From an optimization exercise on the open Yosys and OpenROAD flow, aimed at small area and a short achievable clock period; shortcuts taken in it are not production practice. The RTL was checked by simulation tests, not by an equivalence proof against the original design. Power figures rest on the tool's default switching activity, not on a simulated workload.

==> inputs of build 70 <==
==> flow/design.v (excerpt) <==
module fifo_sync #(
    parameter DATA_WIDTH          = 32,
    parameter DEPTH               = 16,
    parameter ADDR_WIDTH          = $clog2(DEPTH),
    parameter ALMOST_FULL_THRESH  = DEPTH - 2,
    parameter ALMOST_EMPTY_THRESH = 2
) (
    input  wire                    clk,
    input  wire                    rst_n,
    input  wire                    wr_en,
    input  wire [DATA_WIDTH-1:0]   wr_data,
    output reg                     full,
    output reg                     almost_full,
    output reg                     overflow,
    input  wire                    rd_en,
    output reg  [DATA_WIDTH-1:0]   rd_data,
    output reg                     empty,
    output reg                     almost_empty,
    output reg                     underflow,
    output reg  [ADDR_WIDTH:0]     data_count,
    output reg  [ADDR_WIDTH:0]     peak_count
);
==> module fifo_sync, before the edit <==
module fifo_sync #(
    parameter DATA_WIDTH          = 32,
    parameter DEPTH               = 16,
    parameter ADDR_WIDTH          = $clog2(DEPTH),
    parameter ALMOST_FULL_THRESH  = DEPTH - 2,
    parameter ALMOST_EMPTY_THRESH = 2
) (
    input  wire                    clk,
    input  wire                    rst_n,
    input  wire                    wr_en,
    input  wire [DATA_WIDTH-1:0]   wr_data,
    output reg                     full,
    output reg                     almost_full,
    output reg                     overflow,
    input  wire                    rd_en,
    output reg  [DATA_WIDTH-1:0]   rd_data,
    output reg                     empty,
    output reg                     almost_empty,
    output reg                     underflow,
    output reg  [ADDR_WIDTH:0]     data_count,
    output reg  [ADDR_WIDTH:0]     peak_count
);
    reg [DATA_WIDTH-1:0] mem [0:DEPTH-1];
    reg [ADDR_WIDTH-1:0] wr_ptr;      
    reg [DEPTH-1:0]      rd_sel;      
    reg [ADDR_WIDTH:0]   cnt_n;
    reg                  full_n;
    reg                  empty_n;
    wire [ADDR_WIDTH:0]  cnt = ~cnt_n;
    wire do_write = wr_en & full_n;
    wire do_read  = rd_en & empty_n;
    wire inc      = do_write & ~do_read;
    wire dec      = do_read & ~do_write;
    integer i;
    always @(posedge clk) begin
        for (i = 0; i < DEPTH; i = i + 1)
            if (full_n && wr_ptr == i)
                mem[i] <= wr_data;
    end
    reg [DATA_WIDTH-1:0] rd_next;
    always @(*) begin
        rd_next = rd_data & {DATA_WIDTH{~do_read}};
        for (i = 0; i < DEPTH; i = i + 1)
            rd_next = rd_next | (mem[i] & {DATA_WIDTH{rd_sel[i] & do_read}});
    end
    always @(posedge clk) begin
        if (!rst_n) begin
            wr_ptr  <= {ADDR_WIDTH{1'b0}};
            rd_sel  <= {{(DEPTH-1){1'b0}}, 1'b1};
            rd_data <= {DATA_WIDTH{1'b0}};
        end else begin
            if (do_write) wr_ptr <= wr_ptr + 1'b1;
            rd_data <= rd_next;
            if (do_read)
                rd_sel  <= {rd_sel[DEPTH-2:0], rd_sel[DEPTH-1]};
        end
    end
    wire [ADDR_WIDTH:0] cnt_up = cnt + 1'b1;
    wire [ADDR_WIDTH:0] cnt_dn = cnt - 1'b1;
    wire peak_hit = (peak_count == cnt);
    always @(posedge clk) begin
        if (!rst_n) begin
            full         <= 1'b0;
            empty        <= 1'b1;
            almost_full  <= 1'b0;
            almost_empty <= 1'b1;
            data_count   <= {(ADDR_WIDTH+1){1'b0}};
            peak_count   <= {(ADDR_WIDTH+1){1'b0}};
            overflow     <= 1'b0;
            underflow    <= 1'b0;
            cnt_n        <= {(ADDR_WIDTH+1){1'b1}};
            full_n       <= 1'b1;
            empty_n      <= 1'b0;
        end else begin
            overflow  <= wr_en & ~full_n;
            underflow <= rd_en & ~empty_n;
            if (inc) begin
                data_count   <= cnt_up;
                cnt_n        <= ~cnt_up;
                full         <= (cnt_up == DEPTH);
                full_n       <= (cnt_up != DEPTH);
                empty        <= 1'b0;
                empty_n      <= 1'b1;
                almost_full  <= (cnt_up >= ALMOST_FULL_THRESH);
                almost_empty <= (cnt_up <= ALMOST_EMPTY_THRESH);
                if (peak_hit) peak_count <= cnt_up;
            end else if (dec) begin
                data_count   <= cnt_dn;
                cnt_n        <= ~cnt_dn;
                full         <= 1'b0;
                full_n       <= 1'b1;
                empty        <= (cnt_dn == 0);
                empty_n      <= (cnt_dn != 0);
                almost_full  <= (cnt_dn >= ALMOST_FULL_THRESH);
                almost_empty <= (cnt_dn <= ALMOST_EMPTY_THRESH);
            end
        end
    end
endmodule
clock: 3.2 ns
lec_check: 0
cap_margin: 20
core_margin: 2
core_utilization: 65
cts_cluster_diameter: 100
cts_cluster_size: 25
place_density: 0.75
setup_slack_margin: 1.4
slew_margin: 20
standard.sh (not shown) runs the stock make flow with config.mk's settings and CLKGATE_MAP_FILE= SYNTH_SCRIPT=/design/flow/synth_recipe.tcl, a recipe that flattens the netlist after the stock synthesis.
==> flow/flow/run.sh <==
#!/bin/bash
# Standard ORFS layout, with two changes:
#  - the port buffers are plain buffers (sky130_fd_sc_hd__buf_2) instead of
#    the default choice;
#  - after global routing's timing repair, cells off the critical paths are
#    downsized (area recovery) while keeping the setup slack margin.
set -euo pipefail
HERE=$(pwd)
export BUFFER_PORTS_ARGS="-buffer_cell sky130_fd_sc_hd__buf_2"
export PRE_GLOBAL_ROUTE_TCL="$HERE/flow/recover.tcl"
bash standard.sh > standard.log 2>&1
==> flow/flow/recover.tcl <==
# Area recovery after global routing's timing repair: downsize cells whose
# paths keep at least the setup slack margin.
proc recover_power_helper { } {
  puts "Area recovery with setup margin $::env(SETUP_SLACK_MARGIN)"
  report_wns
  log_cmd repair_timing -recover_power 100 -setup_margin $::env(SETUP_SLACK_MARGIN) -match_cell_footprint -verbose
  report_wns
}
==> inputs of trial 83, as changes to build 70 <==
--- a/flow/design.v
+++ b/flow/design.v
@@ -38,11 +38,11 @@
             if (full_n && wr_ptr == i)
                 mem[i] <= wr_data;
     end
-    reg [DATA_WIDTH-1:0] rd_next;
+    reg [DATA_WIDTH-1:0] rd_word;
     always @(*) begin
-        rd_next = rd_data & {DATA_WIDTH{~do_read}};
+        rd_word = {DATA_WIDTH{1'b0}};
         for (i = 0; i < DEPTH; i = i + 1)
-            rd_next = rd_next | (mem[i] & {DATA_WIDTH{rd_sel[i] & do_read}});
+            rd_word = rd_word | (mem[i] & {DATA_WIDTH{rd_sel[i]}});
     end
     always @(posedge clk) begin
         if (!rst_n) begin
@@ -51,9 +51,10 @@
             rd_data <= {DATA_WIDTH{1'b0}};
         end else begin
             if (do_write) wr_ptr <= wr_ptr + 1'b1;
-            rd_data <= rd_next;
-            if (do_read)
+            if (do_read) begin
                 rd_sel  <= {rd_sel[DEPTH-2:0], rd_sel[DEPTH-1]};
+                rd_data <= rd_word;
+            end
         end
     end
     wire [ADDR_WIDTH:0] cnt_up = cnt + 1'b1;
==> flow/flow/run.sh (replaced) <==
#!/bin/bash
# Standard ORFS layout, with the port buffers made from plain buffers
# (sky130_fd_sc_hd__buf_2) instead of the default choice.
set -euo pipefail
export BUFFER_PORTS_ARGS="-buffer_cell sky130_fd_sc_hd__buf_2"
bash standard.sh > standard.log 2>&1
removed: flow/flow/recover.tcl
==> inputs of build 93, as changes to build 70 <==
--- a/flow/design.v
+++ b/flow/design.v
@@ -38,11 +38,11 @@
             if (full_n && wr_ptr == i)
                 mem[i] <= wr_data;
     end
-    reg [DATA_WIDTH-1:0] rd_next;
+    reg [DATA_WIDTH-1:0] rd_word;
     always @(*) begin
-        rd_next = rd_data & {DATA_WIDTH{~do_read}};
+        rd_word = {DATA_WIDTH{1'b0}};
         for (i = 0; i < DEPTH; i = i + 1)
-            rd_next = rd_next | (mem[i] & {DATA_WIDTH{rd_sel[i] & do_read}});
+            rd_word = rd_word | (mem[i] & {DATA_WIDTH{rd_sel[i]}});
     end
     always @(posedge clk) begin
         if (!rst_n) begin
@@ -51,9 +51,10 @@
             rd_data <= {DATA_WIDTH{1'b0}};
         end else begin
             if (do_write) wr_ptr <= wr_ptr + 1'b1;
-            rd_data <= rd_next;
-            if (do_read)
+            if (do_read) begin
                 rd_sel  <= {rd_sel[DEPTH-2:0], rd_sel[DEPTH-1]};
+                rd_data <= rd_word;
+            end
         end
     end
     wire [ADDR_WIDTH:0] cnt_up = cnt + 1'b1;
==> flow/flow/run.sh (replaced) <==
#!/bin/bash
# Standard ORFS layout, with the port buffers made from plain buffers
# (sky130_fd_sc_hd__buf_2) instead of the default choice.
set -euo pipefail
export BUFFER_PORTS_ARGS="-buffer_cell sky130_fd_sc_hd__buf_2"
bash standard.sh > standard.log 2>&1
SETUP_SLACK_MARGIN = 1.25   (was 1.4)
removed: flow/flow/recover.tcl
==> qor.txt <==
Layout cell share with drive strength beyond 1: 0.08947
Post-synthesis xor/xnor area fraction: 0.006631
Bufs w/o clock: 152
Total chip power: 13,900 µW
Adder-cell area share of the yosys netlist: 0.005328
Synth top cells by count: edfxtp_1 (512), a22oi_1 (192), clkbuf_1 (90), dfxtp_1 (75), nor2_1 (59)
Routability Congestion: 0.8503
Status: no timing/DRC/antenna violations
Sequential area share after synthesis: 0.7985
Initial antenna violation count: 0
# the run above: build 70

==> qor.txt <==
Initial antenna violation count: 1
Sequential area share after synthesis: 0.7976
Layout cell share with drive strength beyond 1: 0.1517
Crit path cell chain: buf_4, a22oi_1, nand4_1, a2111oi_2, nor2_1
Total chip power: 13,860 µW
Status: no timing/DRC/antenna violations
Clock share of power: 0.279
Adder-cell area share of the yosys netlist: 0.005322
Crit. End Element: register
# the run above: build 93

==> qor.txt <==
Total chip power: 13,960 µW
Synth top cells by count: edfxtp_1 (512), a22oi_1 (192), dfxtp_1 (75), clkbuf_1 (63), nor2_1 (49)
Adder-cell area share of the yosys netlist: 0.005322
Status: no timing/DRC/antenna violations
Sequential area share after synthesis: 0.7976
Initial antenna violation count: 1
Bufs w/o clock: 146
# the run above: trial 83

[separate check: timing with driven ports]
The results above use ideal ports. As a check the final layouts listed here were re-extracted and re-timed, cells and wires unchanged. Step 1 assumes that a clkbuf_16 drives the clock port and a buf_2 every other input. Step 2 adds t to the input delays and takes it off the output delays; t is the mean of the earliest and latest rising clock arrival at the registers after step 1. Input paths then give back, and output paths get back, about the clock's delay inside the block. a / b / c = ideal / step 1 / step 2; a / b = the first two.
| run | t, ns | setup slack, ns | clock arrival spread, ns | slew at the worst register clock pin (ns) | worst data-port slew with drivers (ns) |
|---|---|---|---|---|---|
| build 70 | 0.631 | 0.793 / 0.793 / 0.240 | 0.023 / 0.022 | 0.10 / 0.10 | 0.05 |
| trial 83 | 0.633 | 1.432 / 1.393 / 1.071 | 0.024 / 0.025 | 0.10 / 0.10 | 0.07 |
| build 93 | 0.635 | 1.226 / 1.226 / 0.909 | 0.027 / 0.028 | 0.10 / 0.10 | 0.07 |
After both steps setup and hold are still met in every run listed. The setup slack of build 70, which loses most, moves by 0.000 ns with the drivers and by -0.553 ns with both steps.
